This is an optimization exercise on Yosys and OpenROAD, whose aim is small area, a short achievable clock period and few clock cycles, not a production implementation.
RTL that was checked went through simulation tests only; none was proved equivalent to the original.

== v9 ==
==> flow/design.v (excerpt) <==
module GCD(
    input         clk,
    input         rst,         
    input         start,       
    input  [15:0] a_in,
    input  [15:0] b_in,
    output        done,        
    output [15:0] Gcd,
    output [55:0] seg          
    );
    localparam STEPS = 3;      
    reg [16:0] F, G;
    reg [4:0]  D;
    reg [3:0]  K;
    reg        Busy;
    reg        Slow;           
    reg        Low;            
    reg [2:0]  Cnt;            
    reg        DoneReg;
    reg [34:0] Sg;             
    function [42:0] gstep(input [16:0] f, input [16:0] g, input [4:0] d,
                          input [3:0] k);
        reg        sub, swap, odd2;
        reg [15:0] sq;
        reg [17:0] x;
        reg [16:0] fo, go;
        reg [4:0]  dx;
        reg [1:0]  sh, dec;
        begin
            sub  = !(f[1] ^ g[1]);
            sq   = {g[16], g[16:2]} + ({f[16], f[16:2]} ^ {16{sub}}) + 16'd1;
            swap = d[4];
            odd2 = f[0] && g[0];
            x    = odd2 ? {sq[15], sq, 1'b0}
                 : (f[0] || !g[0]) ? {g[16], g} : {f[16], f};
            sh   = (!f[0] || x[1]) ? 2'd1 : x[2] ? 2'd2 : 2'd3;
            go   = (sh == 2'd1) ? x[17:1]
                 : (sh == 2'd2) ? {x[17], x[17:2]} : {{2{x[17]}}, x[17:3]};
            fo   = !f[0] ? (g[0] ? g : {f[16], f[16:1]})
                         : (odd2 && swap) ? g : f;
            dx   = ((!f[0] && g[0]) || (odd2 && swap)) ? ~d : d;
            dec  = !f[0] ? 2'd0 : (odd2 && swap) ? sh - 2'd1 : sh;
            gstep = {fo, go, dx - {3'd0, dec}, k + {3'd0, !f[0] && !g[0]}};
        end
    endfunction
    reg [16:0] fn, gn, fp, gp;
    reg [4:0]  dn;
    reg [3:0]  kn, kp;
    integer s;
    always @* begin
        fn = F; gn = G; dn = D; kn = K;
        fp = F; gp = G; kp = K;
        for (s = 0; s < STEPS; s = s + 1) begin
            if (s == STEPS - 1) begin fp = fn; gp = gn; kp = kn; end
            {fn, gn, dn, kn} = gstep(fn, gn, dn, kn);
        end
    end
    wire        TermP = (gp == 17'd0) && (fp[0] || fp == 17'd0);
    wire [16:0] Absf  = {fp[16:1] ^ {16{fp[16]}}, fp[0]};
  ...
Size in the first run: about 1900 cells after synthesis, roughly 85 flip-flops, about 0.012 mm2 of cells after synthesis.
clock: 38.0 ns
lec_check: 0
abc_area: 1
cap_margin: 20
core_margin: 2
core_utilization: 40
slew_margin: 20
run.sh (not shown) runs the stock make flow with config.mk's settings and CLKGATE_MAP_FILE= SYNTH_SCRIPT=/design/flow/synth_recipe.tcl, a recipe that flattens the netlist after the stock synthesis.
Changes in v7 relative to v9:
- an added PLACE_DENSITY of 0.8
- an added CTS_BUF_LIST of sky130_fd_sc_hd__clkbuf_8
- a change of CORE_UTILIZATION from 40 to 65
## What came out
Both conditions hold for v7: the flow ran to the end and the final layout passed the timing, DRC and antenna checks. Diff v9 -> v7: final instance area now sits lower; portion of the layout cell area used by non-clock buffers +0.19 points.
Function was not checked in any run of this note: the RTL went through the layout flow alone.

Setup of harbor:
Another version of the RTL of GCD (not shown whole).
clock: 38.0 ns
lec_check: 0
abc_area: 1
cap_margin: 20
core_margin: 2
core_utilization: 40
cts_buf_list: sky130_fd_sc_hd__clkbuf_8
slew_margin: 20
harbor has completed all stages; timing, DRC and antenna checks passed.
Setup changes, harbor to onyx
==> flow/flow/run.sh (new file) <==
#!/bin/bash
set -euo pipefail
bash standard.sh finish SETUP_SLACK_MARGIN=29.5 > standard.log 2>&1
==> flow/standard.sh (new file) <==
#!/bin/bash
# synth_recipe.tcl (not shown) runs the flow's synth.tcl, then flattens the netlist and writes it again
# the make line also repeats each setting of config.mk as NAME=value (left out here)
make -C /OpenROAD-flow-scripts/flow DESIGN_CONFIG=/design/flow/config.mk WORK_HOME=/design/flow/orfs CLKGATE_MAP_FILE= SYNTH_SCRIPT=/design/flow/synth_recipe.tcl "${@:-finish}"
removed: flow/run.sh
## What came out
Having completed the whole flow, onyx delivered a layout that passed the timing, DRC and antenna checks.
Summary — via count, onyx relative to harbor: higher, by 494.
As far as fraction of area in clock buffers and inverters is concerned, harbor and onyx perform about the same.
For average vias per placed instance, onyx and harbor come out practically identical.
onyx: setup slack is 0.61 ns higher than what harbor reported.
Die area essentially unchanged between onyx and harbor.
Edits applied to the flow inputs when going from onyx to cedar:
==> flow/flow/run.sh <==
#!/bin/bash
set -euo pipefail
bash standard.sh finish SETUP_SLACK_MARGIN=29 > standard.log 2>&1
==> notes.md <==
- Compared with onyx, cedar shows combined global-route utilization of all metal layers lower by 0.40 points.
- The launching element of the worst setup path comes out Dg[5]$_DFF_P_ in one run and Dg[2]$_DFF_P_ in the other, namely in onyx and cedar respectively.
- When cedar is measured against onyx, its clock skew turns out 0.0049 ns lower.
- Against onyx, wire length in cedar came out better.
- Between onyx and cedar, the flow reports maximum frequency decreasing slightly.
- Looking at setup slack, cedar sits below onyx.
No run of this note included a check of the RTL's function; only the layout flow was run.

job 5720:
Another version of the RTL of GCD (not shown whole).
Size: about 1900 cells after synthesis, roughly 82 flip-flops, about 110 I/O pins, about 0.012 mm² of cells after synthesis.
export LEC_CHECK = 0
export ABC_AREA = 1
export CAP_MARGIN = 20
export CORE_MARGIN = 2
export CORE_UTILIZATION = 40
export CTS_BUF_LIST = sky130_fd_sc_hd__clkbuf_8
export SLEW_MARGIN = 20
create_clock -name core_clock -period 38.0 [get_ports {clk}]
standard.sh (not shown) runs the stock make flow with config.mk's settings and CLKGATE_MAP_FILE= SYNTH_SCRIPT=/design/flow/synth_recipe.tcl, a recipe that flattens the netlist after the stock synthesis.
==> flow/flow/run.sh <==
#!/bin/bash
set -euo pipefail
bash standard.sh finish SETUP_SLACK_MARGIN=29.4 \
    "BUFFER_PORTS_ARGS=-buffer_cell sky130_fd_sc_hd__buf_1" > standard.log 2>&1
Testbench counts of job 5720, summed over its fixed seeds: cycles 18,861.
Input changes introduced in job 329 (baseline for comparison: job 5720):
- setting PLACE_DENSITY to 0.7 for the first time
- changing CORE_UTILIZATION from 40 to 55
Results
- Job 329 was carried through to the last stage, and its layout satisfied the timing, DRC and antenna checks.
- Job 329 improves on job 5720 in wire length of the first global-routing pass.
- Job 5720 → job 329: hold slack fell by 0.0092 ns.
- Largest net degree at the start of global routing on job 329 is up relative to job 5720.
- Setup WNS job 5720 -> job 329: worse
- Max via-per-instance ratio across job 5720 and job 329: job 329
- Comparing job 5720 and job 329, the higher placed cell count is on job 5720.
Input changes introduced in job 3240 (baseline for comparison: job 329):
- PLACE_DENSITY: 0.7 -> unset
- CORE_UTILIZATION: 55 -> 40
==> flow/flow/run.sh <==
#!/bin/bash
set -euo pipefail
bash standard.sh finish SETUP_SLACK_MARGIN=29.6 \
    "BUFFER_PORTS_ARGS=-buffer_cell sky130_fd_sc_hd__buf_1" > standard.log 2>&1
Against job 329, post-place setup slack in job 3240 came out worse. Relative to job 329, the design area of job 3240 is higher by about 7%. [compare] base=job 329 new=job 3240: wire length per cell after detailed routing decreased by 1.4% relative to the old numbers; worst setup slack went up by 0.17 ns; vertical extent of the die higher; fraction of standard cell area in multi-input logic lower; fraction of met3 tracks used by global routing lost 1.8 points. Comparing job 329 and job 3240, the lower effective utilization at floorplan is on job 3240.
Changes in job 9864 relative to job 3240:
==> flow/flow/run.sh <==
#!/bin/bash
set -euo pipefail
bash standard.sh finish SETUP_SLACK_MARGIN=29 \
    "BUFFER_PORTS_ARGS=-buffer_cell sky130_fd_sc_hd__buf_1" > standard.log 2>&1
## What came out
Taking job 9864 over job 3240, the count of non-CTS buffers in the layout ratio works out to 0.65.
Comparing job 3240 and job 9864, the lower share of the clock period used by the worst path is on job 3240.
Cmp job 9864 vs job 3240: sequential portion of the cell area higher in job 9864
Taking job 3240 as the reference point, the area share of buffers outside the clock network of job 9864 falls by 5.3 points.

The RTL this note starts from:
==> flow/design.v <==
`timescale 1ns / 1ps
module GCD(
    input         clk,
    input         rst,         
    input         start,       
    input  [15:0] a_in,
    input  [15:0] b_in,
    output        done,        
    output [15:0] Gcd,
    output [55:0] seg          
    );
    localparam STEPS = 3;      
    reg [16:0] F, G;
    reg [1:0]  D;
    reg [3:0]  K;
    reg        Busy;
    reg        Slow;           
    reg        Low;            
    reg [2:0]  Cnt;            
    reg        DoneReg;
    reg [18:0] Dg;             
    function [39:0] gstep(input [16:0] f, input [16:0] g, input [1:0] d,
                          input [3:0] k);
        reg        sub, swap, odd2;
        reg [15:0] sq;
        reg [17:0] x;
        reg [16:0] fo, go;
        reg [1:0]  dx, dq;
        reg [3:0]  dw;
        reg [1:0]  sh, dec;
        begin
            sub  = !(f[1] ^ g[1]);
            sq   = {g[16], g[16:2]} + ({f[16], f[16:2]} ^ {16{sub}}) + 16'd1;
            swap = d[1];
            odd2 = f[0] && g[0];
            x    = odd2 ? {sq[15], sq, 1'b0}
                 : (f[0] || !g[0]) ? {g[16], g} : {f[16], f};
            sh   = (!f[0] || x[1]) ? 2'd1 : x[2] ? 2'd2 : 2'd3;
            go   = (sh == 2'd1) ? x[17:1]
                 : (sh == 2'd2) ? {x[17], x[17:2]} : {{2{x[17]}}, x[17:3]};
            fo   = !f[0] ? (g[0] ? g : {f[16], f[16:1]})
                         : (odd2 && swap) ? g : f;
            dx   = ((!f[0] && g[0]) || (odd2 && swap)) ? ~d : d;
            dec  = !f[0] ? 2'd0 : (odd2 && swap) ? sh - 2'd1 : sh;
            dw   = {{2{dx[1]}}, dx} - {2'd0, dec};
            dq   = (dw[3] && dw[2:1] != 2'b11) ? 2'b10 : dw[1:0];
            gstep = {fo, go, dq, k + {3'd0, !f[0] && !g[0]}};
        end
    endfunction
    reg [16:0] fn, gn, fp, gp;
    reg [1:0]  dn;
    reg [3:0]  kn, kp;
    integer s;
    always @* begin
        fn = F; gn = G; dn = D; kn = K;
        fp = F; gp = G; kp = K;
        for (s = 0; s < STEPS; s = s + 1) begin
            if (s == STEPS - 1) begin fp = fn; gp = gn; kp = kn; end
            {fn, gn, dn, kn} = gstep(fn, gn, dn, kn);
        end
    end
    wire [16:0] Xfg   = fp ^ gp;
    wire        TermP = ((gp == 17'd0) && (fp[0] || fp == 17'd0))
                     || (fp[0] && gp[0] && (&Xfg[16:1] || !(|Xfg[16:1])));
    wire [16:0] Absf  = {fp[16:1] ^ {16{fp[16]}}, fp[0]};
    wire        Big16 = |Absf[15:12];
    wire        Big   = |Absf[15:8];
    wire        Fast  = !Big && (kp == 4'd0);
    function [3:0] add3(input [3:0] x);
        case (x)
            4'd5: add3 = 4'd8;
            4'd6: add3 = 4'd9;
            4'd7: add3 = 4'd10;
            4'd8: add3 = 4'd11;
            4'd9: add3 = 4'd12;
            default: add3 = x;
        endcase
    endfunction
    function [9:0] bcd8(input [7:0] v);
        reg [11:0] r;
        integer i;
        begin
            r = 12'd0;
            for (i = 7; i >= 0; i = i - 1) begin
                r[3:0] = add3(r[3:0]);
                r[7:4] = add3(r[7:4]);
                r = {r[10:0], v[i]};
            end
            bcd8 = r[9:0];
        end
    endfunction
    function [18:0] dabble(input [18:0] d, input bit_in);
        dabble = {d[17:16],
                  add3(d[15:12]), add3(d[11:8]), add3(d[7:4]), add3(d[3:0]),
                  bit_in};
    endfunction
    wire [7:0] V8 = Big16 ? Absf[15:8] : Big ? Absf[11:4] : Absf[7:0];
    wire [9:0] B8 = bcd8(V8);
    function [4:0] zflags(input [18:0] d);
        reg z4, z3, z2, z1, z0;
        begin
            z4 = (d[18:16] == 3'd0);
            z3 = z4 && (d[15:12] == 4'd0);
            z2 = z3 && (d[11:8] == 4'd0);
            z1 = z2 && (d[7:4] == 4'd0);
            z0 = z1 && (d[3:0] == 4'd0);
            zflags = {z4, z3, z2, z1, z0};
        end
    endfunction
    function [18:0] blank(input [18:0] d);
        reg [4:0] z;
        begin
            z = zflags(d);
            blank = d | {3'd0, {4{z[3]}}, {4{z[2]}}, {4{z[1]}}, {4{z[0]}}};
        end
    endfunction
    function [18:0] unblank(input [18:0] d);
        unblank = {d[18:16],
                   d[15:12] & {4{d[15:12] != 4'hF}}, d[11:8] & {4{d[11:8] != 4'hF}},
                   d[7:4] & {4{d[7:4] != 4'hF}}, d[3:0] & {4{d[3:0] != 4'hF}}};
    endfunction
    function [6:0] seg7(input [3:0] x);
        reg a, b, c, d, e, f, g;
        begin
            a = (!x[3] && !x[2] && !x[1] && x[0]) || (x[2] && !x[1] && !x[0])
                || (x[3] && x[2]);
            b = (x[2] && (x[1] ^ x[0])) || (x[3] && x[2]);
            c = (!x[2] && x[1] && !x[0]) || (x[3] && x[2]);
            d = a || (x[2] && x[1] && x[0]);
            e = x[0] || (x[2] && !x[1]);
            f = (!x[3] && !x[2] && (x[1] || x[0])) || (x[2] && x[1] && x[0]);
            g = (!x[3] && !x[2] && !x[1]) || (x[2] && x[1] && x[0]);
            seg7 = {g, f, e, d, c, b, a};
        end
    endfunction
    function [6:0] seg7t(input [2:0] y);
        reg a, b, c, d, e, f, g;
        begin
            a = !y[1] && (!y[2] || !y[0]);
            b = (y[2] && (y[1] ^ y[0])) || (!y[2] && !y[1] && !y[0]);
            c = !y[2] && !y[0];
            d = a;
            e = y[0] || !y[1];
            f = !y[2] || (y[1] && y[0]);
            g = !y[2] && !y[1];
            seg7t = {g, f, e, d, c, b, a};
        end
    endfunction
    assign seg  = {7'h7F, 7'h7F, 7'h7F, seg7t(Dg[18:16]),
                   seg7(Dg[15:12]), seg7(Dg[11:8]), seg7(Dg[7:4]), seg7(Dg[3:0])};
    assign Gcd  = F[15:0];
    assign done = DoneReg;
    wire Conv = Busy && !Slow && TermP;
    wire [18:0] DgNext = blank(dabble(unblank(Dg), Low ? F[Cnt] : 1'b0));
    always @(posedge clk) begin
        G <= Busy ? gn : {1'b0, b_in};
        D <= Busy ? dn : 2'd0;
        if (!Busy) begin
            F <= {1'b0, a_in};
            K <= 4'd0;
        end else if (Slow) begin
            if (!Low) begin
                F <= {F[15:0], 1'b0};
                K <= K - 4'd1;
            end
        end else begin
            F <= Conv ? Absf : fn;
            K <= kn;
        end
        if (Slow) Dg <= DgNext;
        else      Dg <= {3'd0, 4'hF, {2'd0, B8[9:8]} | {4{V8 < 8'd100}},
                         B8[7:4] | {4{V8 < 8'd10}}, B8[3:0] | {4{V8 == 8'd0}}};
        if (Slow) Cnt <= Cnt - 3'd1;
        else      Cnt <= {Big16, 2'b11};
        if (rst) begin
            Busy    <= 1'b0;
            Slow    <= 1'b0;
            DoneReg <= 1'b0;
        end else begin
            DoneReg <= 1'b0;
            if (start) begin
                Busy <= 1'b1;
            end else if (Slow) begin
                if (Low) begin
                    if (Cnt == 3'd0) begin
                        Low <= 1'b0;
                        if (K == 4'd0) begin
                            Slow    <= 1'b0;
                            Busy    <= 1'b0;
                            DoneReg <= 1'b1;
                        end
                    end
                end else if (K == 4'd1) begin
                    Slow    <= 1'b0;
                    Busy    <= 1'b0;
                    DoneReg <= 1'b1;
                end
            end else if (Conv) begin
                if (Fast) begin
                    Busy    <= 1'b0;
                    DoneReg <= 1'b1;
                end else begin
                    Slow <= 1'b1;
                    Low  <= Big;
                end
            end
        end
    end
endmodule
Settings: LEC_CHECK=0, ABC_AREA=1, CAP_MARGIN=20, CORE_MARGIN=2, CORE_UTILIZATION=40, CTS_BUF_LIST=sky130_fd_sc_hd__clkbuf_8, SLEW_MARGIN=20; clock period 38.0 ns.
==> flow/flow/run.sh <==
#!/bin/bash
set -euo pipefail
bash standard.sh finish SETUP_SLACK_MARGIN=29 > standard.log 2>&1
The first run ran to the end with no violations.
Rerun with:
==> flow/run.sh (new file) <==
#!/bin/bash
# synth_recipe.tcl (not shown) runs the flow's synth.tcl, then flattens the netlist and writes it again
# the make line also repeats each setting of config.mk as NAME=value (left out here)
make -C /OpenROAD-flow-scripts/flow DESIGN_CONFIG=/design/flow/config.mk WORK_HOME=/design/flow/orfs CLKGATE_MAP_FILE= SYNTH_SCRIPT=/design/flow/synth_recipe.tcl finish
removed: flow/flow/run.sh
removed: flow/standard.sh
After rerunning:
- register-to-register slack got worse by 1.3 ns
- maximum frequency decreases by 7.1%
- setup slack got worse by 0.69 ns
- hold slack stays flat
- global-route usage decreases by 0.41 points
- design area decreases by 2.9%
- count of clock-buffer cells in the layout is unchanged
Function was not checked in any run of this note: the RTL went through the layout flow alone.

==> re-timing with driven ports <==
In the flow no input, the clock included, has a driving cell. The finished layouts below were timed again as built, in two steps.
Step 1: set_driving_cell puts a clkbuf_16 on clk and a buf_2 on each other input, an assumption about the parent block.
Step 2 times the ports against the registers' clock, not the clock port: input delays grow and output delays shrink by t, the midpoint of the rising clock arrivals with the driver on.
Slacks: ideal / step 1 / step 2; pairs: ideal / step 1.
run | shift t [ns] | setup WS [ns] | worst hold slack (ns)
v9 | 0.384 | 28.435 / 28.435 / 28.435 | 0.420 / 0.420 / 0.420
v7 | 0.398 | 28.429 / 28.429 / 28.429 | 0.451 / 0.451 / 0.451
harbor | 0.406 | 28.427 / 28.385 / 28.625 | 0.456 / 0.456 / 0.456
onyx | 0.413 | 29.038 / 28.994 / 29.194 | 0.465 / 0.465 / 0.465
cedar | 0.408 | 28.953 / 28.911 / 29.220 | 0.457 / 0.457 / 0.457
job 5720 | 0.402 | 29.398 / 29.366 / 29.532 | 0.463 / 0.463 / 0.463
job 329 | 0.405 | 29.247 / 29.208 / 29.572 | 0.454 / 0.454 / 0.454
job 3240 | 0.399 | 29.414 / 29.380 / 29.538 | 0.451 / 0.451 / 0.451
job 9864 | 0.396 | 29.060 / 29.027 / 29.422 | 0.448 / 0.448 / 0.448
the first run of note 4 | 0.397 | 28.956 / 28.922 / 29.033 | 0.460 / 0.460 / 0.460
the second run of note 4 | 0.399 | 28.264 / 28.264 / 28.264 | 0.458 / 0.458 / 0.458
After both steps setup and hold are still met in every run listed.
